Context: an optimization exercise on an open-source flow, tuned for small area. The choices shown serve that exercise and are no tape-out recipe.
In this exercise RTL edits were held to simulation tests only and were not proved equivalent to the original.
No activity file was given, so power comes from the tool's default toggle rates.

$ cat run.sh
#!/bin/bash
# synth_recipe.tcl (not shown) runs the flow's synth.tcl, then flattens the netlist and writes it again
# the make line also repeats each setting of config.mk as NAME=value (left out here)
make -C /OpenROAD-flow-scripts/flow DESIGN_CONFIG=/design/flow/config.mk WORK_HOME=/design/flow/orfs CLKGATE_MAP_FILE= SYNTH_SCRIPT=/design/flow/synth_recipe.tcl finish
$ cat constraint.sdc
create_clock -name core_clock -period 5.0 [get_ports {clock}]
set_input_delay 1.0000 -clock core_clock [delete_from_list [all_inputs] [get_ports {clock}]]
set_output_delay 1.0000 -clock core_clock [all_outputs]
set_load 0.01 [all_outputs]
$ cat config.mk
export PLATFORM = sky130hd
export DESIGN_NAME = SDHOST
export DESIGN_NICKNAME = SDHOST
export VERILOG_FILES = /design/flow/design.v
export SDC_FILE = /design/flow/constraint.sdc
export NUM_CORES = 4
export LEC_CHECK = 0
export CAP_MARGIN = 20
export CORE_MARGIN = 2
export CORE_UTILIZATION = 40
export SLEW_MARGIN = 20
$ cat design.v
module reg_008h(
	clk,
	rst,
	CommandArgument_in,
	CommandArgument_out
	);
parameter width = 32;
input rst;						 
input clk;						 
input	[31:0] CommandArgument_in;
output	[31:0] CommandArgument_out;
wire [(width-1):0] data_in;
	wire rst;		
	wire clk;
	wire	[31:0] CommandArgument_in;
	wire	[31:0] CommandArgument_out;
	reg [(width-1):0] data_out;
	assign data_in  =	CommandArgument_in;
	assign	CommandArgument_out	= data_out;
always @(posedge clk) begin
	if (rst) begin
		data_out <= 32'b0;
	end
	else begin
		data_out <= data_in;
	end
end
endmodule
module reg_00eh(
	clk,
	rst,
	CommandIndex_in,
	CommandType_in,
	DataPresentState_in,
	CommandIndezCheckEnable_in,
	CommandCRCCheckEnable_in,
	ResponseTypeSelect_in,
	CommandIndex_out,
	CommandType_out,
	DataPresentState_out,
	CommandIndezCheckEnable_out,
	CommandCRCCheckEnable_out,
	ResponseTypeSelect_out
	);
parameter width = 16;
input rst;						 
input clk;						 
input	[5:0] CommandIndex_in;
input	[1:0] CommandType_in;
input	DataPresentState_in;
input	CommandIndezCheckEnable_in;		 
input	CommandCRCCheckEnable_in;
input	[1:0] ResponseTypeSelect_in;
output	[5:0] CommandIndex_out;
output	[1:0] CommandType_out;
output	DataPresentState_out;			 
output	CommandIndezCheckEnable_out;
output	CommandCRCCheckEnable_out;
output	[1:0] ResponseTypeSelect_out;
wire [(width-1):0] data_in;
	wire rst;		
	wire clk;
	wire	[5:0] CommandIndex_in;
	wire	[1:0] CommandType_in;
	wire	DataPresentState_in;
	wire	CommandIndezCheckEnable_in;
	wire	CommandCRCCheckEnable_in;
	wire	[1:0] ResponseTypeSelect_in;
	wire	[5:0] CommandIndex_out;
	wire	[1:0] CommandType_out;
	wire	DataPresentState_out;
	wire	CommandIndezCheckEnable_out;
	wire	CommandCRCCheckEnable_out;
	wire	[1:0] ResponseTypeSelect_out;
	reg [(width-1):0] data_out;
	assign data_in [15:14] = 0 ;		
	assign data_in [2] = 0 ;
	assign data_in [13:8] =	CommandIndex_in;
	assign data_in [7:6] =	CommandType_in;
	assign data_in [5] =	DataPresentState_in;
	assign data_in [4] =	CommandIndezCheckEnable_in;
	assign data_in [3] =	CommandCRCCheckEnable_in;
	assign data_in [1:0] =	ResponseTypeSelect_in;
	assign	CommandIndex_out	= data_out [13:8];
	assign	CommandType_out	= data_out [7:6];
	assign	DataPresentState_out	= data_out [5];
	assign	CommandIndezCheckEnable_out	= data_out [4];
	assign	CommandCRCCheckEnable_out	= data_out [3];
	assign	ResponseTypeSelect_out	= data_out [1:0];
always @(posedge clk) begin
	if (rst) begin
		data_out <= 16'b0;
	end
	else begin
		data_out <= data_in;
	end
end
endmodule
module reg_010h(
	clk,
	rst,
	ack,
	enb_block0,
	Response_in,
	Response_out
	);
parameter width = 128;
input rst;						 
input clk;						 
input enb_block0;
output 	ack;
input	[127:0] Response_in;
output	[127:0] Response_out;
wire [(width-1):0] data_in;
	wire rst;		
	wire clk;
	wire enb_block0;
	reg ack;
	wire	[127:0] Response_in;
	wire	[127:0] Response_out;
	reg [(width-1):0] data_out;
	assign data_in = Response_in;
	assign	Response_out = data_out [127:0];
always @(posedge clk) begin
	if (rst) begin
		data_out <= 128'b0;
	end
	else if (enb_block0) begin
		data_out <= data_in;
	end
	else begin
		data_out <= data_out;
	end
end
always @(*) begin
	if (data_in == data_out) begin
		ack = 1'b1;		
	end
	else begin
		ack = 1'b0;
	end
end
endmodule
module reg_024h(
	clk,
	rst,
	CMDLineSignalLevel_in,
	DAT3LineSignalLevel_in,
	WriteProtectSwitchPinLevel,
	CardDetectPinLevel_in,
	CardStateStable_in,
	CardInserted_in,
	BufferReadEnable_in,
	BufferWriteEnable_in,
	ReadTransferActive_in,
	WriteTransferActive_in,
	DATlineActive_in,
	CommandInhibitdat_in,
	CommandInhibitcmd_in,
	CMDLineSignalLevel_out,
	DAT3LineSignalLevel_out,
	WriteProtectSwitchPinLevout,
	CardDetectPinLevel_out,
	CardStateStable_out,
	CardInserted_out,
	BufferReadEnable_out,
	BufferWriteEnable_out,
	ReadTransferActive_out,
	WriteTransferActive_out,
	DATlineActive_out,
	CommandInhibitdat_out,
	CommandInhibitcmd_out
	);
parameter width = 32;
input rst;						 
input clk;						 
input CMDLineSignalLevel_in;
input [3:0] DAT3LineSignalLevel_in;
input WriteProtectSwitchPinLevel;
input CardDetectPinLevel_in;
input CardStateStable_in;
input CardInserted_in;
input BufferReadEnable_in;
input BufferWriteEnable_in;
input ReadTransferActive_in;
input WriteTransferActive_in;
input DATlineActive_in;
input CommandInhibitdat_in;
input CommandInhibitcmd_in;
output CMDLineSignalLevel_out;
output [3:0] DAT3LineSignalLevel_out;
output WriteProtectSwitchPinLevout;
output CardDetectPinLevel_out;
output CardStateStable_out;
output CardInserted_out;
output BufferReadEnable_out;
output BufferWriteEnable_out;
output ReadTransferActive_out;
output WriteTransferActive_out;
output DATlineActive_out;
output CommandInhibitdat_out;
output CommandInhibitcmd_out;
wire [(width-1):0] data_in;
	wire rst;		
	wire clk;
	wire CMDLineSignalLevel_in;
	wire [3:0] DAT3LineSignalLevel_in;
	wire WriteProtectSwitchPinLevel;
	wire CardDetectPinLevel_in;
	wire CardStateStable_in;
	wire CardInserted_in;
	wire BufferReadEnable_in;
	wire BufferWriteEnable_in;
	wire ReadTransferActive_in;
	wire WriteTransferActive_in;
	wire DATlineActive_in;
	wire CommandInhibitdat_in;
	wire CommandInhibitcmd_in;
	wire CMDLineSignalLevel_out;
	wire [3:0] DAT3LineSignalLevel_out;
	wire WriteProtectSwitchPinLevout;
	wire CardDetectPinLevel_out;
	wire CardStateStable_out;
	wire CardInserted_out;
	wire BufferReadEnable_out;
	wire BufferWriteEnable_out;
	wire ReadTransferActive_out;
	wire WriteTransferActive_out;
	wire DATlineActive_out;
	wire CommandInhibitdat_out;
	wire CommandInhibitcmd_out;
	reg [(width-1):0] data_out;
	assign data_in [31:25] = 7'b00 ;		
	assign data_in [15:12] = 4'b00 ;
	assign data_in [7:3] = 5'b00 ;
	assign data_in [24] = CMDLineSignalLevel_in;
	assign data_in [23:20] = DAT3LineSignalLevel_in;
	assign data_in [19] = WriteProtectSwitchPinLevel;
	assign data_in [18] = CardDetectPinLevel_in;
	assign data_in [17] = CardStateStable_in;
	assign data_in [16] = CardInserted_in;
	assign data_in [11] = BufferReadEnable_in;
	assign data_in [10] = BufferWriteEnable_in;
	assign data_in [9] = ReadTransferActive_in;
	assign data_in [8] = WriteTransferActive_in;
	assign data_in [2] = DATlineActive_in;
	assign data_in [1] = CommandInhibitdat_in;
	assign data_in [0] = CommandInhibitcmd_in;
	assign  CMDLineSignalLevel_out = data_out [24];
	assign  DAT3LineSignalLevel_out = data_out [23:20];
	assign  WriteProtectSwitchPinLevout = data_out [19];
	assign  CardDetectPinLevel_out = data_out [18];
	assign  CardStateStable_out = data_out [17];
	assign  CardInserted_out = data_out [16];
	assign  BufferReadEnable_out = data_out [11];
	assign  BufferWriteEnable_out = data_out [10];
	assign  ReadTransferActive_out = data_out [9] ;
	assign  WriteTransferActive_out = data_out [8] ;
	assign  DATlineActive_out = data_out [2] ;
	assign  CommandInhibitdat_out = data_out [1] ;
	assign  CommandInhibitcmd_out = data_out [0] ;
always @(posedge clk) begin
	if (rst) begin
		data_out <= 32'b0;
	end
	else if (1) begin
		data_out <= data_in;
	end
	else begin
		data_out <= data_out;
	end
end
endmodule
module reg_030h(
	clk,
	rst,
	ack,
	enb_block0,
	ErrInterrupt_in,
	CardInterrupt_in,
	CardRemoval_in,
	CardInsertion_in,
	BuffReadReady_in,
	BuffWriteReady_in,
	DMAInterrupt_in,
	BlockGapEvent_in,
	TransferComplete_in,
	CommandComplete_in,
	ErrInterrupt_out,
	CardInterrupt_out,
	CardRemoval_out,
	CardInsertion_out,
	BuffReadReady_out,
	BuffWriteReady_out,
	DMAInterrupt_out,
	BlockGapEvent_out,
	TransferComplete_out,
	CommandComplete_out
	);
parameter width = 16;
input rst;						 
input clk;						 
input enb_block0;
output 	ack;
input ErrInterrupt_in;
input CardInterrupt_in;
input CardRemoval_in;
input CardInsertion_in;
input BuffReadReady_in;
input BuffWriteReady_in;
input DMAInterrupt_in;
input BlockGapEvent_in;
input TransferComplete_in;
input CommandComplete_in;
output ErrInterrupt_out;
output CardInterrupt_out;
output CardRemoval_out;
output CardInsertion_out;
output BuffReadReady_out;
output BuffWriteReady_out;
output DMAInterrupt_out;
output BlockGapEvent_out;
output TransferComplete_out;
output CommandComplete_out;
wire [(width-1):0] data_in;
	wire rst;		
	wire clk;
	wire enb_block0;
	reg ack;
	wire ErrInterrupt_in;
	wire CardInterrupt_in;
	wire CardRemoval_in;
	wire CardInsertion_in;
	wire BuffReadReady_in;
	wire BuffWriteReady_in;
	wire DMAInterrupt_in;
	wire BlockGapEvent_in;
	wire TransferComplete_in;
	wire CommandComplete_in;
	wire ErrInterrupt_out;
	wire CardInterrupt_out;
	wire CardRemoval_out;
	wire CardInsertion_out;
	wire BuffReadReady_out;
	wire BuffWriteReady_out;
	wire DMAInterrupt_out;
	wire BlockGapEvent_out;
	wire TransferComplete_out;
	wire CommandComplete_out;
	reg [(width-1):0] data_out;
	assign data_in [14:9] = 0 ;
	assign data_in [15] = ErrInterrupt_in;
	assign data_in [8] = CardInterrupt_in;
	assign data_in [7] = CardRemoval_in;
	assign data_in [6] = CardInsertion_in;
	assign data_in [5] = BuffReadReady_in;
	assign data_in [4] = BuffWriteReady_in;
	assign data_in [3] = DMAInterrupt_in;
	assign data_in [2] = BlockGapEvent_in;
	assign data_in [1] = TransferComplete_in;
	assign data_in [0] = CommandComplete_in;
	assign ErrInterrupt_out = data_out [15];
	assign CardInterrupt_out = data_out [8];
	assign CardRemoval_out = data_out [7];
	assign CardInsertion_out = data_out [6];
	assign BuffReadReady_out = data_out [5];
	assign BuffWriteReady_out = data_out [4];
	assign DMAInterrupt_out = data_out [3];
	assign BlockGapEvent_out = data_out [2];
	assign TransferComplete_out = data_out [1];
	assign CommandComplete_out = data_out [0];
always @(posedge clk) begin
	if (rst) begin
		data_out <= 32'b0;
	end
	else if (1) begin
		data_out <= data_in;
	end
	else begin
		data_out <= data_out;
	end
end
always @(*) begin
	if (data_in == data_out) begin
		ack = 1'b1;		
	end
	else begin
		ack = 1'b0;
	end
end
endmodule
module reg_032h(
	clk,
	rst,
	VendorErr_in, 
	ADMAErr_in, 
	AutoCMD12Err_in, 
	CurrentLimitErr_in, 
	DataEndBitErr_in, 
	DataCRCErr_in, 
	DataTimeoutErr_in, 
	CommandIndexErr_in, 
	CommandEndBitErr_in, 
	CommandCRCErr_in, 
	CommandTimeoutErr_in, 
	VendorErr_out,
	ADMAErr_out,
	AutoCMD12Err_out,
	CurrentLimitErr_out,
	DataEndBitErr_out,
	DataCRCErr_out,
	DataTimeoutErr_out,
	CommandIndexErr_out,
	CommandEndBitErr_out,
	CommandCRCErr_out,
	CommandTimeoutErr_out
	);
parameter width = 16;
input rst;						 
input clk;						 
input [3:0] VendorErr_in;
input ADMAErr_in;
input AutoCMD12Err_in;
input CurrentLimitErr_in;
input DataEndBitErr_in;
input DataCRCErr_in;
input DataTimeoutErr_in;
input CommandIndexErr_in;
input CommandEndBitErr_in;
input CommandCRCErr_in;
input CommandTimeoutErr_in;
output [3:0] VendorErr_out;
output ADMAErr_out;
output AutoCMD12Err_out;
output CurrentLimitErr_out;
output DataEndBitErr_out;
output DataCRCErr_out;
output DataTimeoutErr_out;
output CommandIndexErr_out;
output CommandEndBitErr_out;
output CommandCRCErr_out;
output CommandTimeoutErr_out;
wire [(width-1):0] data_in;
	wire rst;		
	wire clk;
	wire [3:0] VendorErr_in;
	wire ADMAErr_in;
	wire AutoCMD12Err_in;
	wire CurrentLimitErr_in;
	wire DataEndBitErr_in;
	wire DataCRCErr_in;
	wire DataTimeoutErr_in;
	wire CommandIndexErr_in;
	wire CommandEndBitErr_in;
	wire CommandCRCErr_in;
	wire CommandTimeoutErr_in;
	wire [3:0] VendorErr_out;
	wire ADMAErr_out;
	wire AutoCMD12Err_out;
	wire CurrentLimitErr_out;
	wire DataEndBitErr_out;
	wire DataCRCErr_out;
	wire DataTimeoutErr_out;
	wire CommandIndexErr_out;
	wire CommandEndBitErr_out;
	wire CommandCRCErr_out;
	wire CommandTimeoutErr_out;
	reg [(width-1):0] data_out;
	assign data_in [11:10] = 0 ;
	assign data_in [15:12] = VendorErr_in;
	assign data_in [9] = ADMAErr_in;
	assign data_in [8] = AutoCMD12Err_in;
	assign data_in [7] = CurrentLimitErr_in;
	assign data_in [6] = DataEndBitErr_in;
	assign data_in [5] = DataCRCErr_in;
	assign data_in [4] = DataTimeoutErr_in;
	assign data_in [3] = CommandIndexErr_in;
	assign data_in [2] = CommandEndBitErr_in;
	assign data_in [1] = CommandCRCErr_in;
	assign data_in [0] = CommandTimeoutErr_in;
	assign VendorErr_out = data_out [15:12];
	assign ADMAErr_out = data_out [9];
	assign AutoCMD12Err_out = data_out [8];
	assign CurrentLimitErr_out = data_out [7];
	assign DataEndBitErr_out = data_out [6];
	assign DataCRCErr_out = data_out [5];
	assign DataTimeoutErr_out = data_out [4];
	assign CommandIndexErr_out = data_out [3];
	assign CommandEndBitErr_out = data_out [2];
	assign CommandCRCErr_out = data_out [1];
	assign CommandTimeoutErr_out = data_out [0];
always @(posedge clk) begin
	if (rst) begin
		data_out <= 32'b0;
	end
	else if (1) begin
		data_out <= data_in;
	end
	else begin
		data_out <= data_out;
	end
end
endmodule
module pad(output_input, enable, data_in, data_out, sd_clock, reset, i_port, o_port);
	input output_input;	 
	input enable;		 
	input data_in;		 
	input sd_clock;		 
	input reset;		 
	input i_port;		 
	output data_out;	 
	output o_port;		 
	reg data_out;
	reg o_port;
	always @(posedge sd_clock) begin
		if (reset) begin
			o_port <= 1'b1;
			data_out <= 1'b1;
		end else if (enable) begin
			if (output_input == 1) begin
				o_port <= data_in;
				data_out <= 1'b1;
			end else begin
				o_port <= 1'b1;
				data_out <= i_port;
			end
		end else begin
			o_port <= 1'b1;
			data_out <= 1'b1;
		end
	end
endmodule
module wrapper_serial_paralelo (parallel, serial, sd_clock, enable, reset, complete);
	input enable;
	input serial;
	input reset;
	input sd_clock;
	output [n-1:0] parallel;
	output         complete;
	parameter n = 128;
	reg [n-1:0] parallel;
	reg [6:0] count;
	assign complete = enable && (count == n-1);
	always @ (posedge sd_clock)
		begin
			if (reset) begin
				parallel [n-1:0] <= 0;
				count <= 0;
			end else begin
				if (enable) begin
					parallel [n-1-count] <= serial;
					count <= count + 1;
				end
			end
		end
endmodule
module wrapper_paralelo_serial (enable, parallel, serial, complete, reset, sd_clock, load_send);
	input           enable;			 
	input           load_send;		 
	input [n-1 : 0] parallel;		 
	input           reset;
	input           sd_clock;
	output serial;				 
	output complete;			 
	parameter n = 40;
	reg serial;
	reg complete;
	reg [5:0] count;
	reg [6:0] crc;
	reg [n-1 : 0] parallel_cargado;
	wire data_bit = parallel_cargado [n-1-count];
	wire crc_fb = data_bit ^ crc[6];
	always @ (posedge sd_clock)
		begin
			if (reset) begin
				serial <= 1;
				complete <= 0;
				count <= 0;
				crc <= 0;
				parallel_cargado <= 0;
			end else begin
				if (enable) begin
					parallel_cargado <= parallel;
				end
				complete <= 0;
				if (load_send && !complete) begin
					if (count < n) begin
						serial <= data_bit;
						crc <= {crc[5:0], 1'b0} ^ (crc_fb ? 7'h09 : 7'h00);
					end else if (count < n + 7) begin
						serial <= crc[6 - (count - n)];
					end else begin
						serial <= 1'b1;
					end
					if (count == n + 7) begin
						complete <= 1;
						count <= 0;
					end else begin
						count <= count + 1;
					end
				end else begin
					serial <= 1;
				end
			end
		end
endmodule
module control_capa_fisica(strobe_in, no_response, pad_response, line_in, reception_complete, transmission_complete, strobe_out, response, command_timeout, load_send, enable_pts_wrapper, enable_stp_wrapper, pad_state, pad_enable, reset, sd_clock, reset_wrapper);
   input           strobe_in;				 
   input           no_response;				 
   input [127 : 0] pad_response;			 
   input           line_in;				 
   input 	   reception_complete;			 
   input 	   transmission_complete;		 
   input 	   reset;				 
   input 	   sd_clock;				 
   output 	    strobe_out;				 
   output [127 : 0] response;				 
   output 	    command_timeout;			 
   output 	    load_send;				 
   output 	    enable_pts_wrapper;			 
   output 	    enable_stp_wrapper;			 
   output           reset_wrapper;			 
   output 	    pad_state;				 
   output	    pad_enable;				 
   reg 	         strobe_out;
   reg [127 : 0] response;
   reg   	 command_timeout;
   reg [7:0] 	 state;
   reg [7:0] 	 count;
   parameter reset_state = 8'b00000001;
   parameter idle = 8'b00000010;
   parameter load_command = 8'b00000100;
   parameter send_command = 8'b00001000;
   parameter wait_response = 8'b00010000;
   parameter receive_response = 8'b00100000;
   parameter send_response = 8'b01000000;
   parameter timeout_cycles = 136;
   assign enable_pts_wrapper = (state == load_command);
   assign load_send          = (state == send_command);
   assign enable_stp_wrapper = (state == receive_response) || (state == wait_response && line_in == 0);
   assign reset_wrapper      = reset || (state == idle) || (state == reset_state);
   assign pad_state          = (state == load_command) || (state == send_command) || (state == wait_response) || (state == receive_response);
   assign pad_enable         = (state == load_command) || (state == send_command);
   always @(posedge sd_clock) begin
      if (reset) begin
	 state           <= reset_state;
	 strobe_out      <= 0;
	 response        <= 128'h0;
	 command_timeout <= 0;
	 count           <= 0;
      end else begin
	 strobe_out <= 0;
	 case (state)
	   reset_state:
	     state <= idle;
	   idle:
	     begin
		command_timeout <= 0;
		count <= 0;
		if (strobe_in == 1)
		  state <= load_command;
	     end
	   load_command:
	     state <= send_command;
	   send_command:
	     if (transmission_complete == 1) begin
		if (no_response == 1)
		  state <= send_response;
		else
		  state <= wait_response;
	     end
	   wait_response:
	     begin
		count <= count + 1;
		if (line_in == 0) begin
		   state <= receive_response;
		end else if (count == timeout_cycles) begin
		   command_timeout <= 1;
		   state <= send_response;
		end
	     end
	   receive_response:
	     if (reception_complete == 1)
	       state <= send_response;
	   send_response:
	     begin
		strobe_out <= 1;
		response <= pad_response;
		state <= idle;
	     end
	   default: state <= reset_state;
	 endcase
      end
   end
endmodule
module capa_fisica(strobe_in, cmd_to_send, strobe_out, no_response, response, command_timeout, reset, sd_clock, cmd_pin_in, cmd_pin_out);
   input          strobe_in;
   input [39 : 0] cmd_to_send;
   input          no_response;
   input          reset;
   input 	  sd_clock;
   input	  cmd_pin_in;
   output 	   strobe_out;
   output [127 : 0] response;
   output 	   command_timeout;
   output	   cmd_pin_out;
   wire 	  enable_pts_wrapper;
   wire 	  enable_stp_wrapper;
   wire [127 : 0 ] pad_response;
   wire 	  reception_complete;
   wire 	  transmission_complete;
   wire		  load_send;
   wire		  pad_state;
   wire 	  pad_enable;
   wire		  reset_wrapper;
   wire		  data_in;
   wire  	  data_out;
   control_capa_fisica control1(	.strobe_in(strobe_in),
					.no_response(no_response),
					.pad_response(pad_response),
					.line_in(data_out),
					.reception_complete(reception_complete),
					.transmission_complete(transmission_complete),
					.strobe_out(strobe_out),
					.response(response),
					.command_timeout(command_timeout),
					.load_send(load_send),
					.enable_pts_wrapper(enable_pts_wrapper),
					.enable_stp_wrapper(enable_stp_wrapper),
					.pad_state(pad_state),
					.pad_enable(pad_enable),
					.reset(reset),
					.sd_clock(sd_clock),
					.reset_wrapper(reset_wrapper)
					);
   wrapper_paralelo_serial PTS1(	.enable(enable_pts_wrapper),
					.parallel(cmd_to_send),
					.serial(data_in),
					.complete(transmission_complete),
					.reset(reset_wrapper),
					.sd_clock(sd_clock),
					.load_send(load_send)
					);
   wrapper_serial_paralelo STP1(	.parallel(pad_response),
					.serial(data_out),
					.sd_clock(sd_clock),
					.enable(enable_stp_wrapper),
					.reset(reset_wrapper),
					.complete(reception_complete)
					);
   pad pad1 (				.output_input(pad_enable),
					.enable(pad_state),
					.data_in(data_in),
					.data_out(data_out),
					.sd_clock(sd_clock),
					.reset(reset),
					.i_port(cmd_pin_in),
					.o_port(cmd_pin_out)
					);
endmodule
module control_cmd(new_command, clock, reset, cmd_argument, cmd_index, response_type, strobe_in, cmd_in, time_out, response, command_complete, command_timeout, strobe_out, no_response, cmd_out, enable_response, enable_command_complete);
   input           new_command;            
   input           clock;                  
   input           reset;                  
   input [31 : 0]  cmd_argument;           
   input [5 : 0]   cmd_index;              
   input [1 : 0]   response_type;          
   input           strobe_in;              
   input [127 : 0] cmd_in;                 
   input 	   time_out;               
   output [127 : 0] response;              
   output 	    command_complete;      
   output 	    command_timeout;       
   output 	    strobe_out;            
   output 	    no_response;           
   output [39 : 0]  cmd_out;               
   output	    enable_response;       
   output	    enable_command_complete;  
   reg [127 : 0] response;
   reg 	         command_complete;
   reg 	         command_timeout;
   reg 	         strobe_out;
   reg 	         no_response;
   reg [39 : 0]  cmd_out;
   reg		 enable_response;
   reg		 enable_command_complete;
   reg [3:0] state;
   parameter reset_state = 4'b0001;
   parameter idle = 4'b0010;
   parameter setting_outputs = 4'b0100;
   parameter processing = 4'b1000;
   always @(posedge clock) begin
      if (reset) begin
	 state                   <= reset_state;
	 response                <= 128'h0;
	 command_complete        <= 0;
	 command_timeout         <= 0;
	 strobe_out              <= 0;
	 no_response             <= 0;
	 cmd_out                 <= 40'h0;
	 enable_response         <= 0;
	 enable_command_complete <= 0;
      end else begin
	 command_complete        <= 0;
	 command_timeout         <= 0;
	 strobe_out              <= 0;
	 enable_response         <= 0;
	 enable_command_complete <= 0;
	 case (state)
	   reset_state :
	     state <= idle;
	   idle :
	     if (new_command == 1) begin
		cmd_out[39]    <= 0;
		cmd_out[38]    <= 1;
		cmd_out[37:32] <= cmd_index[5:0];
		cmd_out[31:0]  <= cmd_argument[31:0];
		no_response    <= (response_type == 2'b00);
		state <= setting_outputs;
	     end
	   setting_outputs :
	     begin
		strobe_out <= 1;
		state <= processing;
	     end
	   processing :
	     if (strobe_in == 1) begin
		enable_command_complete <= 1;
		command_complete <= 1;
		command_timeout <= time_out;
		if (!no_response && !time_out) begin
		   enable_response <= 1;
		   response[127:0] <= cmd_in[127:0];
		end
		state <= idle;
	     end
	   default: state <= reset_state;
	 endcase
      end
   end
endmodule  
module CMD(new_command, cmd_argument, cmd_index, response_type, command_complete, command_timeout, cmd_pin_in, cmd_pin_out, clock, reset, response, enable_response, enable_command_complete);
   input          new_command;
   input [31:0]   cmd_argument;
   input [5:0]    cmd_index;
   input [1:0]    response_type;
   input	  clock;
   input	  reset;
   input	  cmd_pin_in;
   output 	   command_complete;
   output 	   command_timeout;
   output 	   cmd_pin_out;
   output [127:0]  response;
   output	   enable_response;
   output	   enable_command_complete;
   wire		   strobe_out_cf;
   wire		   strobe_out_ci;
   wire		   no_response_ci;
   wire [39:0]	   cmd_out_ci;
   wire [127:0]    response_out_cf;
   wire		   time_out_cf;
   control_cmd control_i1(		.new_command(new_command),
					.clock(clock),
					.reset(reset),
					.cmd_argument(cmd_argument),
					.cmd_index(cmd_index),
					.response_type(response_type),
					.strobe_in(strobe_out_cf),
					.cmd_in(response_out_cf),
					.time_out(time_out_cf),
					.response(response),
					.command_complete(command_complete),
					.command_timeout(command_timeout),
					.strobe_out(strobe_out_ci),
					.no_response(no_response_ci),
					.cmd_out(cmd_out_ci),
					.enable_response(enable_response),
					.enable_command_complete(enable_command_complete)
					);
   capa_fisica control_f1(		.strobe_in(strobe_out_ci),
					.cmd_to_send(cmd_out_ci),
					.strobe_out(strobe_out_cf),
					.no_response(no_response_ci),
					.response(response_out_cf),
					.command_timeout(time_out_cf),
					.reset(reset),
					.sd_clock(clock),
					.cmd_pin_in(cmd_pin_in),
					.cmd_pin_out(cmd_pin_out)
					);
endmodule
module SDHOST(clock, reset, cmd_pin_in, cmd_pin_out, response_outReg, R024h_CPU, R024h_CPU_out, R00eh_CPU, R00eh_CPU_out, R008h_CPU, R008h_CPU_out, R032h_CPU, R032h_CPU_out, R030h_CPU, R030h_CPU_out);
	input 		clock;
	input 		reset;
	input		cmd_pin_in;
	output		cmd_pin_out;
	input [31:0]    R024h_CPU;
	input [15:0]    R00eh_CPU;
	input [31:0]    R008h_CPU;
	input [15:0]    R032h_CPU;
	input [15:0]    R030h_CPU;
	output [127:0] response_outReg;
	output [31:0] 	 R024h_CPU_out;
	output [15:0]    R00eh_CPU_out;
	output [31:0]    R008h_CPU_out;
	output [15:0]    R032h_CPU_out;
	output [15:0]    R030h_CPU_out;
	wire  		clock;
	wire		reset;
	wire		cmd_pin_in;
	wire		cmd_pin_out;
	wire [127:0] 	response_outReg;
	wire command_complete;
	wire command_timeout;
	wire [127:0]	response_outCMD;
	wire		enable_response;
	wire		enable_command_complete;
	wire [31:0]	R024h_CPU;
	wire [31:0] R024h_CPU_out;
	wire [15:0]	R00eh_CPU;
	wire [15:0] R00eh_CPU_out;
	wire [31:0]	R008h_CPU;
	wire [31:0] R008h_CPU_out;
	wire [15:0]	R032h_CPU;
	wire [15:0] R032h_CPU_out;
	wire [15:0]	R030h_CPU;
	wire [15:0] R030h_CPU_out;
	assign R032h_CPU_out [11:10]  = 0;
	assign R030h_CPU_out [14:9] = 0;
	assign R024h_CPU_out [31:25]= 0;
	assign R024h_CPU_out [15:12] = 0;
	assign R024h_CPU_out [7:3] = 0;
	assign R00eh_CPU_out [15:14] = 0;
	assign R00eh_CPU_out [2] = 0;
	CMD CMD1 (		.new_command(R024h_CPU_out[0]),
					.cmd_argument(R008h_CPU_out),
					.cmd_index(R00eh_CPU_out [13:8]),
					.response_type(R00eh_CPU_out [1:0]),
					.command_complete(command_complete),
					.command_timeout(command_timeout),
					.cmd_pin_in(cmd_pin_in),
					.cmd_pin_out(cmd_pin_out),
					.clock(clock),
					.reset(reset),
					.response(response_outCMD),
					.enable_response(enable_response),
					.enable_command_complete(enable_command_complete)
					);
	reg_00eh R00eh (.clk(clock),
					.rst(reset),
					.CommandIndex_in(R00eh_CPU [13:8]),
					.CommandType_in(R00eh_CPU [7:6]),
					.DataPresentState_in(R00eh_CPU [5]),
					.CommandIndezCheckEnable_in(R00eh_CPU [4]),
					.CommandCRCCheckEnable_in(R00eh_CPU [3]),
					.ResponseTypeSelect_in(R00eh_CPU [1:0]),
					.CommandIndex_out(R00eh_CPU_out [13:8]),
					.CommandType_out(R00eh_CPU_out [7:6]),
					.DataPresentState_out(R00eh_CPU_out [5]),
					.CommandIndezCheckEnable_out(R00eh_CPU_out [4]),
					.CommandCRCCheckEnable_out(R00eh_CPU_out [3]),
					.ResponseTypeSelect_out(R00eh_CPU_out [1:0])
					);
	reg_008h R008h(	.clk(clock),
					.rst(reset),
					.CommandArgument_in(R008h_CPU),
					.CommandArgument_out(R008h_CPU_out)
					);
	reg_010h R010h(	.clk(clock),
					.rst(reset),
					.enb_block0(enable_response),
					.Response_in(response_outCMD),
					.Response_out(response_outReg)
					);
	reg_030h R030h(	.clk(clock),
					.rst(reset),
					.enb_block0(enable_command_complete),
					.ErrInterrupt_in(R030h_CPU [15]),
					.CardInterrupt_in(R030h_CPU [8]),
					.CardRemoval_in(R030h_CPU [7]),
					.CardInsertion_in(R030h_CPU [6]),
					.BuffReadReady_in(R030h_CPU [5]),
					.BuffWriteReady_in(R030h_CPU [4]),
					.DMAInterrupt_in(R030h_CPU [3]),
					.BlockGapEvent_in(R030h_CPU [2]),
					.TransferComplete_in(R030h_CPU [1]),
					.CommandComplete_in(command_complete),
					.ErrInterrupt_out(R030h_CPU_out [15]),
					.CardInterrupt_out(R030h_CPU_out [8]),
					.CardRemoval_out(R030h_CPU_out [7]),
					.CardInsertion_out(R030h_CPU_out [6]),
					.BuffReadReady_out(R030h_CPU_out [5]),
					.BuffWriteReady_out(R030h_CPU_out [4]),
					.DMAInterrupt_out(R030h_CPU_out [3]),
					.BlockGapEvent_out(R030h_CPU_out [2]),
					.TransferComplete_out(R030h_CPU_out [1]),
					.CommandComplete_out(R030h_CPU_out [0])
					);
	reg_032h R032h (			.clk(clock),
					.rst(reset),
					.VendorErr_in(R032h_CPU [15:12]),
					.ADMAErr_in(R032h_CPU [9]),
					.AutoCMD12Err_in(R032h_CPU [8]),
					.CurrentLimitErr_in(R032h_CPU [7]),
					.DataEndBitErr_in(R032h_CPU [6]),
					.DataCRCErr_in(R032h_CPU [5]),
					.DataTimeoutErr_in(R032h_CPU [4]),
					.CommandIndexErr_in(R032h_CPU [3]),
					.CommandEndBitErr_in(R032h_CPU [2]),
					.CommandCRCErr_in(R032h_CPU [1]),
					.CommandTimeoutErr_in(R032h_CPU [0] | command_timeout),
					.VendorErr_out(R032h_CPU_out [15:12]),
					.ADMAErr_out(R032h_CPU_out [9]),
					.AutoCMD12Err_out(R032h_CPU_out [8]),
					.CurrentLimitErr_out(R032h_CPU_out [7]),
					.DataEndBitErr_out(R032h_CPU_out [6]),
					.DataCRCErr_out(R032h_CPU_out [5]),
					.DataTimeoutErr_out(R032h_CPU_out [4]),
					.CommandIndexErr_out(R032h_CPU_out [3]),
					.CommandEndBitErr_out(R032h_CPU_out [2]),
					.CommandCRCErr_out(R032h_CPU_out [1]),
					.CommandTimeoutErr_out(R032h_CPU_out [0])
	);
	reg_024h R024h (.clk(clock),
					.rst(reset),
					.CMDLineSignalLevel_in(R024h_CPU [24]),
					.DAT3LineSignalLevel_in(R024h_CPU [23:20]),
					.WriteProtectSwitchPinLevel(R024h_CPU [19]),
					.CardDetectPinLevel_in(R024h_CPU [18]),
					.CardStateStable_in(R024h_CPU [17]),
					.CardInserted_in(R024h_CPU [16]),
					.BufferReadEnable_in(R024h_CPU [11]),
					.BufferWriteEnable_in(R024h_CPU [10]),
					.ReadTransferActive_in(R024h_CPU [9]),
					.WriteTransferActive_in(R024h_CPU [8]),
					.DATlineActive_in(R024h_CPU [2]),
					.CommandInhibitdat_in(R024h_CPU [1]),
					.CommandInhibitcmd_in(R024h_CPU [0]),
					.CMDLineSignalLevel_out(R024h_CPU_out [24]),
					.DAT3LineSignalLevel_out(R024h_CPU_out [23:20]),
					.WriteProtectSwitchPinLevout(R024h_CPU_out [19]),
					.CardDetectPinLevel_out(R024h_CPU_out [18]),
					.CardStateStable_out(R024h_CPU_out [17]),
					.CardInserted_out(R024h_CPU_out [16]),
					.BufferReadEnable_out(R024h_CPU_out [11]),
					.BufferWriteEnable_out(R024h_CPU_out [10]),
					.ReadTransferActive_out(R024h_CPU_out [9]),
					.WriteTransferActive_out(R024h_CPU_out [8]),
					.DATlineActive_out(R024h_CPU_out [2]),
					.CommandInhibitdat_out(R024h_CPU_out [1]),
					.CommandInhibitcmd_out(R024h_CPU_out [0])
					);
endmodule
==> results of run 1 <==
-- Yosys cell counts, types with 10 or more instances --
library cell  number
buf_1             14
nor2_1           174
a21oi_1          484
nand2_1          809
nor4_2            11
buf_4             65
buf_2             34
inv_1             10
xnor2_1           10
clkbuf_1         173
nand4_1           30
mux2i_1          147
dfxtp_1          725
o21ai_0           87
nor3_1            10
or3_1             83
nand3_1           66
nor2b_1           91
-- worst max-delay path, cell delays in order, from the launching register on --
cell and delay [ns]:
dfxtp_1 0.50, ha_1 0.46, nand3_4 0.21, nor2_1 0.08, ha_1 0.25, a311oi_2 0.65
nand4_1 0.80, or3_1 0.60, a21oi_1 0.13
-- logic make-up (layout without fill, tap and decap cells) --
kind of cell / Yosys count / count (layout)
multiplexers: 160 / 160
flip-flops: 725 / 725
other: 1 / 28
XOR/XNOR: 22 / 22
buffers and inverters: 302 / 466
adder cells (fa/ha/maj): 8 / 8
AO/OA/AOI/OAI: 604 / 604
AND/OR/NAND/NOR: 1315 / 1315
-- area by class of cell --
| type | count | area (µm²) |
|---|---|---|
| antenna | 1 | 2.50 |
| sequential | 725 | 14500 |
| inverter | 12 | 45.0 |
| multi-input combinational | 2136 | 11300 |
| clock buffer | 112 | 2300 |
| clock inverter | 20 | 258 |
| tap | 873 | 1090 |
| timing repair buffer | 322 | 3240 |
| fill | 6363 | 34300 |
-- state kept, by name, indices dropped and copies added (netlist names), 6 cells and up --
signal,cells
CMD1.control_f1.PTS1.count,6
CMD1.control_f1.PTS1.crc,7
CMD1.control_f1.PTS1.parallel_cargado,39
CMD1.control_f1.STP1.count,7
CMD1.control_f1.STP1.parallel,128
CMD1.control_f1.control1.count,8
CMD1.control_f1.control1.response,128
CMD1.control_f1.control1.state,7
CMD1.control_i1.cmd_out,39
CMD1.control_i1.response,128
R008h.data_out,32
R00eh.data_out,13
R010h.data_out,128
R024h.data_out,16
R030h.data_out,10
R032h.data_out,14
-- power by group --
group | internal [W] | total, W | leakage (nW) | switching (W)
registers | 0.00582 | 0.00586 | 5.86 | 0.0000318
clock network | 0.00345 | 0.00575 | 1.26 | 0.00230
logic | 0.000176 | 0.000465 | 3.36 | 0.000289
total | 0.00945 | 0.0121 | 10.5 | 0.00262
-- metrics by stage --
stage / utilization, % / area [µm²] / std cells / hold WS, ns
CTS: 48.7 / 32700 / 4199 / 0.442
finish: 48.8 / 32700 / 4201 / 0.440
global placement: 44.9 / 30100 / 4067 / 0.428
global route: 48.8 / 32700 / 4201 / 0.456
floorplan: - / 27100 / 3163 / 0.390
detailed placement: 44.9 / 30100 / 4067 / 0.423
-- per-layer routing --
metal | up-vias | GRT usage [%] | routed length (µm)
met5 | - | 0 | 12
met4 | 2 | 6.71 | 1960
met3 | 122 | 3.60 | 3330
met1 | 9861 | 22.9 | 28500
met2 | 466 | 32.0 | 31600
li1 | 10632 | - | -
-- path summary, 6_finish.rpt --
path | from | to | slack, ns | cells past startpoint
worst min-delay path | CMD1.control_i1.command_complete | R030h.data_out[0] | 0.44 | 1
worst max-delay path | CMD1.control_f1.STP1.count[0] | CMD1.control_f1.STP1.parallel[91] | 1.21 | 8
worst min register to register | CMD1.control_i1.command_complete | R030h.data_out[0] | 0.44 | 1
worst max register to register | CMD1.control_f1.STP1.count[0] | CMD1.control_f1.STP1.parallel[91] | 1.21 | 8
==> flow_metrics.tcl, run 1 <==
set metrics [dict create \
    synth-async-reset-ratio_pct 0 \
    core_um2 67000 \
    grt-ovfl-total 0 \
    path_class "flop to flop" \
    ir_drop_mv 0.282 \
    max_slew_margin_pct 19.5 \
    viasPerCell 5.02 \
    ant_nets 0 \
    via_count 21083 \
    final_nets 3399 \
    die_area_um2 69700 \
    first_pass_iters 5 \
    ys_warn_count 11 \
    start_util_pct 40.3 \
    mostFrequentLayoutCell "nand2_1" \
    synth.largest_area_cell "dfxtp_1" \
    total_power_w 0.0121 \
    fin_skew_ns 0.0246 \
    route.detailed.drc 0 \
    syn_to_final_growth_pct 21.0 \
    io_buffers 300 \
    yosysSeqAreaShare_pct 53.7 \
    synth_compound_area_share_pct 11.9 \
    clock.fmax_mhz 264 \
    postCtsSetupRepairBufs 0 \
    ys_ff_latch 725 \
    gp_congestion 0.841 \
    synth_top_family_by_area "simple AND/OR/NAND/NOR gates" \
    hpwl_um 42100 \
    startpoint_type "flop" \
    period_share_pct 75.8 \
    wirelength_um 65500 \
    ctsHtreeMaxLevel 3 \
    grt_max_degree 226 \
    maxSlewViolCount 0 \
    die_w_um 264 \
    cts_tree "built" \
    cts.sinks 725 \
    avgSynthCellArea_um2 8.62 \
    numCtsBuffers 79 \
    netlist_instances 3137 \
    fin_crit_ns 3.79 \
    power_density_nw_per_um2 369 \
    holdCritPathClass "flop to flop" \
    rsz0062_at_grt "false" \
    clock_path_buffers 3 \
    drv_cap 0 \
    ys.flop_type "dfxtp_1" \
    tns_ns 0 \
    die_y_um 264 \
    drive_gt1_share_pct 5.74 \
    yosys-top-cells-area "dfxtp_1 54%, nand2_1 11%, a21oi_1 9.0%" \
    critPathCaptureType "flop" \
    mostFrequentLayoutCells "809 x nand2_1, 723 x dfxtp_1, 484 x a21oi_1, 299 x clkdlybuf4s50_1, 174 x nor2_1" \
    grtUsageTotal_pct 18.5 \
    num_io_pins 356 \
    post-place-ws_ns 1.43 \
    synthAdderAreaFrac_pct 0.370 \
    outcome "timing/DRC/antenna clean" \
    fp-row-count 95 \
    cp.required_ns 5.53 \
    wire_per_inst_um 15.6 \
    synth.mux.area_fraction_pct 6.31 \
    clk_pin_slew_ns 0.06 \
    hold_viol_final 0 \
    p_leak_nw 10.5 \
    insertion_delay_ns 0.62 \
    synth_edf_count 0 \
    grt_pass1_wl_um 107000 \
    setup-violations-final 0 \
    worstPathMaxFanout 20 \
    synth.distinct_cells 69 \
    synth_top_cell_area_share_pct 53.7 \
    antenna_found_initial 3 \
    hold_buffers 0 \
    cts.repair.resized 0 \
    first_global_vias 20588 \
    synth-xor-area-share_pct 0.879 \
    synthSimpleGateAreaFrac_pct 21.5 \
    dr.first_iter.drc_count 1262 \
    worst_ep_arrival_time_ns 4.32 \
    synthesis.area_um2 27000 \
    worst_pin_slew_ns 1.21 \
    worst_slack_ns 1.21 \
    cts_root_buf "clkbuf_16" \
]
==> run 2, diff against run 1 <==
==> design.v (replaced) <==
module SDHOST(clock, reset, cmd_pin_in, cmd_pin_out, response_outReg, R024h_CPU, R024h_CPU_out, R00eh_CPU, R00eh_CPU_out, R008h_CPU, R008h_CPU_out, R032h_CPU, R032h_CPU_out, R030h_CPU, R030h_CPU_out);
	input          clock;
	input          reset;
	input          cmd_pin_in;
	output         cmd_pin_out;
	output [127:0] response_outReg;
	input  [31:0]  R024h_CPU;
	output [31:0]  R024h_CPU_out;
	input  [15:0]  R00eh_CPU;
	output [15:0]  R00eh_CPU_out;
	input  [31:0]  R008h_CPU;
	output [31:0]  R008h_CPU_out;
	input  [15:0]  R032h_CPU;
	output [15:0]  R032h_CPU_out;
	input  [15:0]  R030h_CPU;
	output [15:0]  R030h_CPU_out;
	reg [15:0] r024;    
	reg [12:0] r00e;    
	reg [31:0] r008;
	reg [13:0] r032;    
	reg [8:0]  r030;    
	reg        cc;      
	reg [125:0] sh;
	reg [126:0] resp;
	reg [6:0]   crc;
	reg [6:0]   cnt;
	reg         txr;    
	reg         txn;    
	reg         wt;     
	reg         rx;     
	wire ld      = r024[0];               
	wire tx      = txr | txn;
	wire dp      = tx & (cnt <= 7'd38);   
	wire fend    = tx & (cnt == 7'd46);   
	wire c126    = (cnt == 7'd126);
	wire start   = wt & ~cmd_pin_in;
	wire tmo     = wt & c126;
	wire rdone   = rx & c126;
	wire crc_fb  = sh[125] ^ crc[6];
	assign cmd_pin_out = dp ? sh[125] : crc[6];
	always @(posedge clock) begin
		if (reset) begin
			r024 <= 0;
			r00e <= 0;
			r008 <= 0;
			r032 <= 0;
			r030 <= 0;
			cc   <= 0;
			txr  <= 0;
			txn  <= 0;
			wt   <= 0;
			rx   <= 0;
			crc  <= 7'h7f;
		end else begin
			r024 <= {R024h_CPU[24:16], R024h_CPU[11:8], R024h_CPU[2:0]};
			r00e <= {R00eh_CPU[13:3], R00eh_CPU[1:0]};
			r008 <= R008h_CPU;
			r032 <= {R032h_CPU[15:12], R032h_CPU[9:1], R032h_CPU[0] | tmo};
			r030 <= {R030h_CPU[15], R030h_CPU[8:1]};
			cc   <= (txn & fend) | tmo | rdone;
			txr  <= (ld & (r00e[1:0] != 2'b00)) | (txr & ~fend);
			txn  <= (ld & (r00e[1:0] == 2'b00)) | (txn & ~fend);
			wt   <= (txr & fend) | (wt & cmd_pin_in & ~c126);
			rx   <= (start & ~c126) | (rx & ~c126);
			if (ld)
				crc <= 7'h00;
			else if (dp)
				crc <= {crc[5:0], 1'b0} ^ (crc_fb ? 7'h09 : 7'h00);
			else
				crc <= {crc[5:0] , 1'b1} & {~R024h_CPU[0], 6'h3f};
		end
	end
	always @(posedge clock) begin
		if (reset)
			resp <= 0;
		else if (rdone)
			resp <= {sh, cmd_pin_in};
	end
	always @(posedge clock) begin
		cnt <= (ld | start) ? 7'd0 : cnt + 7'd1;
		sh  <= {sh[124] | ld, ld ? {r00e[12:7], r008} : sh[123:86], sh[85:0], cmd_pin_in};
	end
	assign response_outReg = {1'b0, resp};
	assign R024h_CPU_out = {7'b0, r024[15:7], 4'b0, r024[6:3], 5'b0, r024[2:0]};
	assign R00eh_CPU_out = {2'b0, r00e[12:2], 1'b0, r00e[1:0]};
	assign R008h_CPU_out = r008;
	assign R032h_CPU_out = {r032[13:10], 2'b0, r032[9:0]};
	assign R030h_CPU_out = {r030[8], 6'b0, r030[7:0], cc};
endmodule
==> flow_metrics.tcl, run 2 <==
set metrics [dict create \
    cts_root_buf "clkbuf_16" \
    ff_latch_area_um2 7130 \
    antenna_found_initial 1 \
    synth-async-reset-ratio_pct 0 \
    cts_tree "built" \
    grt_pass1_wl_um 37900 \
    drive_gt1_share_pct 8.23 \
    drv_cap 0 \
    tns_ns 0 \
    outcome "timing/DRC/antenna clean" \
    holdCritPathClass "flop to flop" \
    core_um2 26100 \
    fillCellCount 2352 \
    die_area_um2 27800 \
    diodes 0 \
    io_buffers 299 \
    fin_area_um2 15000 \
    netlist_instances 1015 \
    cp_slowest_cell "clkdlybuf4s50_1" \
    wire_per_inst_um 14.5 \
    dr.first_iter.drc_count 395 \
    yosys-top-cells-area "dfxtp_1 67%, nand2_1 9.1%, a21oi_1 6.3%" \
    clk_pin_slew_ns 0.06 \
    hpwl_um 15700 \
    crit_chain "inv_1, ha_1, and4b_1, nor3b_2, o22ai_1, mux2_1, clkdlybuf4s50_1" \
    yosys-top-cells-count "356 x dfxtp_1, 257 x nand2_1, 134 x a21oi_1" \
    cp.required_ns 4.00 \
    numCtsBuffers 38 \
    gp_congestion 0.750 \
    start_util_pct 40.7 \
    first_pass_iters 4 \
    final_nets 1416 \
    synth_edf_count 0 \
    synthesis.area_um2 10600 \
    critPathTopFamily "buffers and inverters" \
    startpoint_type "flop" \
    largest-register "resp" \
    ant_nets 0 \
    ir_drop_mv 0.272 \
    hold_viol_final 0 \
    cp_slowest_stage_delay_ns 0.56 \
    insertion_delay_ns 0.51 \
    worst_slack_ns 1.31 \
    total_power_w 0.00612 \
    synth.largest_area_cell "dfxtp_1" \
    grt-ovfl-total 0 \
    fin_hold_ws_ns 0.346 \
    wirelength_um 24100 \
    met3_length_um 2220 \
    yosysSeqAreaShare_pct 67.3 \
    synth_top_cell_area_share_pct 67.3 \
    mostFrequentLayoutCell "dfxtp_1" \
    die_y_um 167 \
    multi_input_area_um2 3070 \
    power_density_nw_per_um2 409 \
    cp.buffers_inverters 2 \
    worst_ep_arrival_time_ns 2.69 \
    ys_warn_count 1 \
    viasPerCell 4.44 \
    p_leak_nw 5.56 \
    avgSynthCellArea_um2 10.4 \
    wl_met1_um 10600 \
    grtUsageTotal_pct 16.8 \
    ys.flop_type "dfxtp_1" \
    num_io_pins 356 \
    maxSlewViolCount 0 \
    route.detailed.drc 0 \
    post-place-ws_ns 1.84 \
    mostFrequentLayoutCells "355 x dfxtp_1, 298 x clkdlybuf4s50_1, 257 x nand2_1, 134 x a21oi_1, 84 x nor2b_1" \
    largest_reg_flops 127 \
    fin_skew_ns 0.0136 \
    grt_max_degree 136 \
    fin_crit_ns 3.69 \
    synth.distinct_cells 35 \
    ys_ff_latch 356 \
    worst_pin_slew_ns 1.05 \
    place_area_um2 13700 \
    via_count 7378 \
    synth.most_common_cell "dfxtp_1" \
    hold_buffers 0 \
    period_share_pct 73.8 \
    dr_wl_met2_um 10800 \
    cts.repair.resized 0 \
    largestRegisters "resp x127, sh x126, r008 x32" \
    critPathCaptureType "primary output" \
    worstPathMaxFanout 5 \
    syn_to_final_growth_pct 41.2 \
    cts.sinks 356 \
    die_w_um 167 \
    rsz0062_at_grt "false" \
    max_slew_margin_pct 30.1 \
    clock.fmax_mhz 271 \
    first_global_vias 7037 \
    fp-row-count 59 \
    ctsHtreeMaxLevel 2 \
    postCtsSetupRepairBufs 0 \
    highest_layer "met5" \
    clock_path_buffers 3 \
    setup-violations-final 0 \
    path_class "flop to primary output" \
]
-- run 2: area by class of cell --
cell class	count	share of cell area (%)
Clock inverter	5	0.335
Inverter	5	0.125
Sequential cell	356	47.6
Clock buffer	61	8.23
Timing Repair Buffer	304	20.3
Multi-Input combinational cell	594	20.5
Tap cell	335	2.80
-- run 2: metrics by stage --
step | std cells | utilization, %
finish | 1660 | 57.4
global route | 1660 | 57.4
CTS | 1660 | 57.4
detailed placement | 1594 | 52.5
global placement | 1594 | 52.5
floorplan | 1042 | -
-- run 2: cell families (layout without fill, tap and decap cells) --
| group | Yosys count | after routing | synth area share [%] |
|---|---|---|---|
| and+or+nand+nor | 369 | 369 | 15.5 |
| buffers and inverters | 92 | 375 | 4.89 |
| adders and majority gates | 2 | 2 | 0.236 |
| xor gates and xnor gates | 6 | 6 | 0.496 |
| DFF | 356 | 356 | 67.3 |
| muxes | 39 | 39 | 4.14 |
| AOI/OAI and AO/OA | 150 | 150 | 7.45 |
| other | 1 | 28 | 0.0354 |
-- run 2: layer usage --
metal  vias up  GRT usage, %
met2       246          26.9
met3        30          6.73
met1      3331          21.2
li1       3769             -
met4         2          4.61
met5         -             0
-- run 2: path summary, 6_finish.rpt --
| kind | endpoint | cells after the start | start | slack (ns) |
|---|---|---|---|---|
| worst max register to register | resp[45] | 6 | cnt[1] | 2.37 |
| worst min-delay path | sh[29] | 0 | sh[28] | 0.35 |
| worst max-delay path | cmd_pin_out | 7 | cnt[0] | 1.31 |
| worst min register to register | sh[29] | 0 | sh[28] | 0.35 |
-- run 2: worst reg2reg max path, cell delays in order, from the launching register on --
cell and delay (ns):
dfxtp_1 0.39, ha_1 0.19, and3_1 0.24, and3_4 0.85, buf_4 0.64, nand2_1 0.12, a21oi_1 0.14
-- run 2: report_power, final --
part	internal [W]	switching, W	leakage [nW]
Combinational	0.000191	0.000121	2.00
Clock	0.00173	0.00106	0.637
Sequential	0.00295	0.0000655	2.92
==> run 3, diff against run 2 <==
--- a/design.v
+++ b/design.v
@@ -71,13 +71,24 @@
 		end
 	end
+	wire         rload = rdone & ~reset;
+	wire         rhold = ~rdone & ~reset;
+	wire [126:0] resp_d;
+	wire [125:0] sh_d;
+	genvar i;
+	generate
+		for (i = 0; i < 127; i = i + 1) begin : g_resp
+			ao22 u (.a(i == 0 ? cmd_pin_in : sh[(i == 0 ? 0 : i - 1)]), .b(rload), .c(resp[i]), .e(rhold), .y(resp_d[i]));
+		end
+		for (i = 87; i < 125; i = i + 1) begin : g_load
+			ao22 u (.a(i > 118 ? r00e[i - 112] : r008[i - 87]), .b(ld), .c(sh[i - 1]), .e(~ld), .y(sh_d[i]));
+		end
+	endgenerate
+	assign sh_d[125]   = sh[124] | ld;
+	assign sh_d[86:1]  = sh[85:0];
+	assign sh_d[0]     = cmd_pin_in;
 	always @(posedge clock) begin
-		if (reset)
-			resp <= 0;
-		else if (rdone)
-			resp <= {sh, cmd_pin_in};
-	end
-	always @(posedge clock) begin
-		cnt <= (ld | start) ? 7'd0 : cnt + 7'd1;
-		sh  <= {sh[124] | ld, ld ? {r00e[12:7], r008} : sh[123:86], sh[85:0], cmd_pin_in};
+		resp <= resp_d;
+		cnt  <= (ld | start) ? 7'd0 : cnt + 7'd1;
+		sh   <= sh_d;
 	end
 	assign response_outReg = {1'b0, resp};
@@ -88,2 +99,7 @@
 	assign R030h_CPU_out = {r030[8], 6'b0, r030[7:0], cc};
 endmodule
+module ao22(a, b, c, e, y);
+	input  a, b, c, e;
+	output y;
+	assign y = (a & b) | (c & e);
+endmodule
--- a/config.mk
+++ b/config.mk
@@ -10,2 +10,4 @@
 export CORE_UTILIZATION = 40
 export SLEW_MARGIN = 20
+export SYNTH_HIERARCHICAL = 1
+export SYNTH_MINIMUM_KEEP_SIZE = 0
==> flow_metrics.tcl, run 3 <==
set metrics [dict create \
    setup-violations-final 0 \
    ys.flop_type "dfxtp_1" \
    period_share_pct 69.0 \
    power.share.sequential_pct 48.4 \
    pwr-share-comb_pct 5.1 \
    internal_power_w 0.00494 \
    largest-register "resp" \
    start_util_pct 40.5 \
    num_io_pins 356 \
    worst_pin_slew_ns 1.06 \
    io_buffers 299 \
    drv_cap 0 \
    dr.first_iter.drc_count 357 \
    synth.largest_area_cell "dfxtp_1" \
    pwr-share-clk_pct 46.6 \
    final_cells 1396 \
    synthSimpleGateAreaFrac_pct 6.98 \
    synthesis.area_um2 9800 \
    ys_warn_count 7 \
    drive_gt1_share_pct 7.75 \
    insertion_delay_ns 0.50 \
    yosysSeqAreaShare_pct 72.7 \
    grt_pass1_wl_um 35500 \
    ys_ff_latch 356 \
    worst_ep_arrival_time_ns 2.45 \
    die_w_um 161 \
    synth.mux.area_fraction_pct 0.153 \
    place_area_um2 13100 \
    ctsHtreeMaxLevel 2 \
    clk_pin_slew_ns 0.06 \
    placed_cells_incl_taps 1328 \
    power_switching_w 0.00129 \
    critPathCaptureType "primary output" \
    hold_viol_final 0 \
    hold_buffers 0 \
    first_global_vias 6388 \
    largest_reg_flops 127 \
    fp-row-count 57 \
    max_slew_margin_pct 29.5 \
    syn_to_final_growth_pct 47.2 \
    first_pass_iters 4 \
    synthAdderAreaFrac_pct 0.255 \
    power_density_nw_per_um2 431 \
    path_class "flop to primary output" \
    cp.required_ns 4.00 \
    ff2ff_setup_slack_ns 2.45 \
    total_power_w 0.00623 \
    mostFrequentLayoutCell "dfxtp_1" \
    ir_drop_mv 0.244 \
    fin_area_um2 14400 \
    grt-ovfl-total 0 \
    postCtsSetupRepairBufs 0 \
    via_count 6588 \
    grtUsageTotal_pct 17.3 \
    die_area_um2 25800 \
    synth_top_cell_area_share_pct 72.7 \
    largestRegisters "resp x127, sh x126, r008 x32" \
    worstPathMaxFanout 5 \
    final_util_pct 59.7 \
    netlist_instances 712 \
    rsz0062_at_grt "false" \
    synth_edf_count 0 \
    core_um2 24200 \
    grt_max_degree 96 \
    synth_compound_area_share_pct 16.4 \
    synth.distinct_cells 34 \
    p_leak_nw 5.71 \
    numCtsBuffers 37 \
    cts.repair.resized 0 \
    mostFrequentLayoutCells "355 x dfxtp_1, 298 x clkdlybuf4s50_1, 165 x a22o_1, 84 x nor2b_1, 39 x clkbuf_16" \
    cts_root_buf "clkbuf_16" \
    worstHoldEndpoint "sh[7]" \
    cts.sinks 356 \
    wire_per_inst_um 16.5 \
    min_path_cells 0 \
    viasPerCell 4.72 \
    startpoint_type "flop" \
    ant_nets 0 \
    synth-async-reset-ratio_pct 0 \
    synth_top_family_by_area "compound AO/OA/AOI/OAI gates" \
    min_from "sh[6]" \
    final_nets 1160 \
    fin_crit_ns 3.45 \
    avgSynthCellArea_um2 13.8 \
    rr_startpoint "cnt[3]" \
    gp_congestion 0.739 \
    wirelength_um 23100 \
    clock.fmax_mhz 290 \
    switching_share_pct 20.7 \
    holdCritPathClass "flop to flop" \
    maxSlewViolCount 0 \
    outcome "timing/DRC/antenna clean" \
    cts_tree "built" \
    synth-xor-area-share_pct 0.536 \
    yosys-top-cells-area "dfxtp_1 73%, a22o_1 15%, nor2b_1 5.4%" \
    reg2reg_depth 5 \
    die_y_um 161 \
    yosys-top-cells-count "356 x dfxtp_1, 165 x a22o_1, 84 x nor2b_1" \
    hpwl_um 14900 \
    fillCellCount 1982 \
    route.detailed.drc 0 \
    synth.most_common_cell "dfxtp_1" \
    tns_ns 0 \
    clock_path_buffers 3 \
    worstReg2RegEnd "resp[19]" \
    antenna_found_initial 1 \
    fin_skew_ns 0.0130 \
]
## run 3: cell count changes in the layout (fill, tap and decap cells not counted), moves of 3 or more
cell / previous run / this run
nand2_1: 257 / 2
a22o_1: 0 / 165
a21oi_1: 134 / 7
mux2_2: 38 / 0
clkbuf_1: 7 / 2
buf_4: 4 / 7
bufinv_16: 1 / 4
## run 3: final cells by class
type	instances	area [µm²]	share of cell area, %
Sequential cell	356	7130	49.4
Timing Repair Buffer	305	3040	21.0
Multi-Input combinational cell	338	2510	17.4
Clock buffer	53	1150	7.96
Tap cell	324	405	2.81
Clock inverter	14	183	1.27
Inverter	5	18.8	0.130
Antenna cell	1	2.50	0.0173
## run 3: layer usage
layer	GRT usage [%]	vias to the layer above	share of wire, %
met2	26.8	242	45
met5	0	-	0
met4	5.28	0	1.7
met1	22.5	3157	44
li1	-	3153	-
met3	6.51	36	8.8
## run 3: power by group through the flow
stage / logic, W / registers, W / clock network, W
3_3_place_gp: 0.000318 / 0.00307 / 0
4_1_cts: 0.000321 / 0.00301 / 0.00297
6_report: 0.000316 / 0.00301 / 0.00290
5_1_grt: 0.000344 / 0.00302 / 0.00309
3_5_place_dp: 0.000320 / 0.00307 / 0
2_1_floorplan: 0.000138 / 0.00308 / 0
## run 3: per-module statistics from Yosys (local to each module, per instance)
module / area [µm²] / cells inside
SDHOST: 8360 / 547
ao22: 8.76 / 1
## run 3: cell families (layout without fill, tap and decap cells)
logic type,count (synthesis),after routing
compound gates,189,189
xor+xnor,6,6
fa+ha+maj,2,2
buf+inv,45,377
flops,356,356
mux,1,1
other cells,1,29
simple gates,112,112
## run 3: worst max path at each step
stage | slack [ns] | endpoint | cells after the start | start
floorplan | 0.72 | resp[0] | 4 | reset
detailed placement | 2.08 | cmd_pin_out | 6 | cnt[1]
finish | 1.55 | cmd_pin_out | 6 | cnt[1]
global placement | 2.08 | cmd_pin_out | 6 | cnt[1]
global route | 1.41 | cmd_pin_out | 6 | cnt[1]
CTS | 1.52 | cmd_pin_out | 6 | cnt[1]
## run 3: worst max-delay path, cell delays in order, from the launching register on
cell and delay, ns:
dfxtp_1 0.41, ha_1 0.20, nand4b_1 0.18, nor3_4 0.20, o22ai_2 0.12, mux2_4 0.32, clkdlybuf4s50_1 0.52
## run 3: through the flow
step                      hold WS (ns)  worst slack, ns
after detailed placement         0.338             2.08
after global routing             0.340             1.41
after floorplan                  0.332            0.725
after global placement           0.336             2.08
after CTS                        0.346             1.52
final                            0.342             1.55
==> run 4, diff against run 3 <==
==> flow/run.sh (new file) <==
#!/bin/bash
# Standard ORFS layout (the standard.sh, standard synthesis unchanged), with the
# port buffers made from the smallest buffer cell instead of clkdlybuf4s50_1.
set -euo pipefail
bash standard.sh "BUFFER_PORTS_ARGS=-buffer_cell sky130_fd_sc_hd__buf_1" finish > standard_flow.log 2>&1
==> standard.sh (new file) <==
#!/bin/bash
# synth_recipe.tcl (not shown) runs the flow's synth.tcl, then flattens the netlist and writes it again
# the make line also repeats each setting of config.mk as NAME=value (left out here)
make -C /OpenROAD-flow-scripts/flow DESIGN_CONFIG=/design/flow/config.mk WORK_HOME=/design/flow/orfs CLKGATE_MAP_FILE= SYNTH_SCRIPT=/design/flow/synth_recipe.tcl "${@:-finish}"
--- a/config.mk
+++ b/config.mk
@@ -9,4 +9,5 @@
 export CORE_MARGIN = 2
 export CORE_UTILIZATION = 40
+export CTS_BUF_LIST = sky130_fd_sc_hd__clkbuf_4
 export SLEW_MARGIN = 20
 export SYNTH_HIERARCHICAL = 1
removed: run.sh
==> flow_metrics.tcl, run 4 <==
set metrics [dict create \
    outcome "timing/DRC/antenna clean" \
    rr_startpoint "cnt[3]" \
    wirelength_um 22600 \
    drv_cap 0 \
    fin_crit_ns 3.22 \
    die_w_um 161 \
    gp_congestion 0.758 \
    worst_pin_slew_ns 0.970 \
    tns_ns 0 \
    largestRegisters "resp x127, sh x126, r008 x32" \
    holdCritPathClass "flop to flop" \
    first_global_vias 6766 \
    place_area_um2 11200 \
    drive_gt1_share_pct 13.1 \
    grt_max_degree 97 \
    ant_nets 0 \
    antenna_found_initial 2 \
    fillCellCount 2258 \
    route.detailed.drc 0 \
    grtUsageTotal_pct 17.0 \
    postCtsSetupRepairBufs 0 \
    period_share_pct 64.4 \
    ir_drop_mv 0.212 \
    clk_pin_slew_ns 0.07 \
    hold_buffers 0 \
    largest_reg_flops 127 \
    cts_root_buf "clkbuf_4" \
    worst_ep_arrival_time_ns 2.22 \
    path_class "flop to primary output" \
    hpwl_um 14300 \
    grt_pass1_wl_um 35000 \
    netlist_instances 712 \
    synthesis.area_um2 9800 \
    fin_area_um2 12300 \
    synth.distinct_cells 34 \
    ctsHtreeMaxLevel 3 \
    clock.fmax_mhz 311 \
    mostFrequentLayoutCell "dfxtp_1" \
    largest-register "resp" \
    maxSlewViolCount 0 \
    first_pass_iters 4 \
    die_y_um 161 \
    ys_ff_latch 356 \
    cts.repair.resized 0 \
    cp.required_ns 4.00 \
    startpoint_type "flop" \
    io_buffers 299 \
    hold_viol_final 0 \
    rsz0062_at_grt "false" \
    dr.first_iter.drc_count 447 \
    synth_edf_count 0 \
    synth.most_common_cell "dfxtp_1" \
    ys.flop_type "dfxtp_1" \
    grt-ovfl-total 0 \
    clock_path_buffers 3 \
    crit_path_start "cnt[1]" \
    final_nets 1211 \
    via_count 6784 \
    final_util_pct 51.0 \
    synth.largest_area_cell "dfxtp_1" \
    power_density_nw_per_um2 453 \
    fin_skew_ns 0.0397 \
    synth_top_cell_area_share_pct 72.7 \
    start_util_pct 40.5 \
    core_um2 24200 \
    die_area_um2 25800 \
    numCtsBuffers 87 \
    worstPathMaxFanout 5 \
    yosysSeqAreaShare_pct 72.7 \
    fp-row-count 57 \
    min_from "sh[12]" \
    critPathCaptureType "primary output" \
    yosys-top-cells-area "dfxtp_1 73%, a22o_1 15%, nor2b_1 5.4%" \
    cts.sinks 356 \
    cts_tree "built" \
    wire_per_inst_um 15.4 \
    syn_to_final_growth_pct 25.8 \
    ys_warn_count 7 \
    synth-async-reset-ratio_pct 0 \
    setup-violations-final 0 \
    viasPerCell 4.61 \
    mostFrequentLayoutCells "355 x dfxtp_1, 298 x buf_1, 165 x a22o_1, 123 x clkbuf_4, 84 x nor2b_1" \
    p_leak_nw 4.96 \
    avgSynthCellArea_um2 13.8 \
    max_slew_margin_pct 35.3 \
    yosys-top-cells-count "356 x dfxtp_1, 165 x a22o_1, 84 x nor2b_1" \
    num_io_pins 356 \
    insertion_delay_ns 0.67 \
]
==> run 4: cell types whose count changed in the layout (fill, tap and decap cells not counted) <==
cell | before | now
clkbuf_4 | 0 | 123
clkbuf_1 | 2 | 0
clkdlybuf4s50_1 | 298 | 0
clkinv_1 | 0 | 9
diode_2 | 1 | 2
clkbuf_16 | 39 | 0
buf_1 | 0 | 298
inv_6 | 2 | 1
bufinv_16 | 4 | 3
clkinv_4 | 0 | 1
clkbuf_8 | 12 | 0
clkinv_2 | 6 | 2
==> run 4: cell families (layout without fill, tap and decap cells) <==
| group | Yosys count | count (layout) | share of synthesized area, % |
|---|---|---|---|
| flops | 356 | 356 | 72.7 |
| compound gates | 189 | 189 | 16.4 |
| simple gates | 112 | 112 | 6.98 |
| buf+inv | 45 | 451 | 2.88 |
| xor+xnor | 6 | 6 | 0.536 |
| fa+ha+maj | 2 | 2 | 0.255 |
| other cells | 1 | 30 | 0.0383 |
| mux | 1 | 1 | 0.153 |
==> run 4: path summary, 6_finish.rpt <==
check	to	slack, ns	depth (start not counted)
worst min register to register	sh[13]	0.33	0
worst max register to register	resp[8]	2.66	5
worst max-delay path	cmd_pin_out	1.78	6
worst min-delay path	sh[13]	0.33	0
==> run 4: per-module statistics from Yosys, one instance, submodules excluded <==
module	area, µm²	flops+latches
ao22	8.76	0
SDHOST	8360	356
==> run 4: area by class of cell <==
class	count	area [µm²]	share of cell area, %
Sequential cell	356	7130	57.8
Antenna cell	2	5.00	0.0406
Clock inverter	18	166	1.35
Clock buffer	122	916	7.43
Timing Repair Buffer	306	1180	9.56
Tap cell	324	405	3.29
Multi-Input combinational cell	338	2510	20.4
Inverter	5	18.8	0.152
==> run 4: power by group <==
group / total (W) / internal [W] / switching [W]
Combinational: 0.000223 / 0.0000977 / 0.000125
Sequential: 0.00302 / 0.00294 / 0.0000724
Clock: 0.00234 / 0.00127 / 0.00107
==> run 4: per-stage QoR <==
stage                     hold slack [ns]  power [W]  std cells  setup WS [ns]
after global routing                0.331    0.00585       1470           1.57
after detailed placement            0.337    0.00330       1329           2.13
after CTS                           0.319    0.00568       1469           1.70
after global placement              0.334    0.00330       1329           2.14
after floorplan                     0.332    0.00322        739          0.725
final                               0.332    0.00558       1471           1.78
==> run 4: metal layers <==
metal	share of wire, %	track usage (%)	vias up
met5	0	0	-
met4	1.5	7.00	0
met3	8.2	5.79	37
met2	45	26.2	289
met1	45	21.9	3162
li1	-	-	3296
==> run 4: worst max-delay path: stages, from the launching register on <==
cell and delay, ns:
dfxtp_1 0.42, ha_1 0.20, nand4b_1 0.18, nor3_4 0.20, o22ai_2 0.12, mux2_4 0.32
buf_1 0.14

[separate check: timing with driven ports]
No port has a modelled driver above. Below, the same layouts with a new extraction and two added sets of constraints. Step 1, drivers: a clkbuf_16 drives clock and a buf_2 each remaining input, both assumed. Step 2, shift: input delay + t, output delay - t, t = (earliest + latest rising clock arrival at the registers) / 2. This alone moves slack from input paths to output paths. Slacks: no drivers / after step 1 / after step 2; pairs: no drivers / after step 1.
run | t, ns | setup slack, ns | hold WS [ns] | slew at the worst register clock pin (ns)
run 1 | 0.667 | 1.210 / 1.210 / 1.210 | 0.440 / 0.440 / 0.440 | 0.06 / 0.06
run 2 | 0.550 | 1.308 / 1.260 / 1.810 | 0.346 / 0.346 / 0.346 | 0.06 / 0.06
run 3 | 0.546 | 1.548 / 1.502 / 2.048 | 0.342 / 0.342 / 0.342 | 0.06 / 0.06
run 4 | 0.692 | 1.781 / 1.742 / 2.141 | 0.332 / 0.332 / 0.332 | 0.08 / 0.08
After both steps every run listed still meets setup and hold.
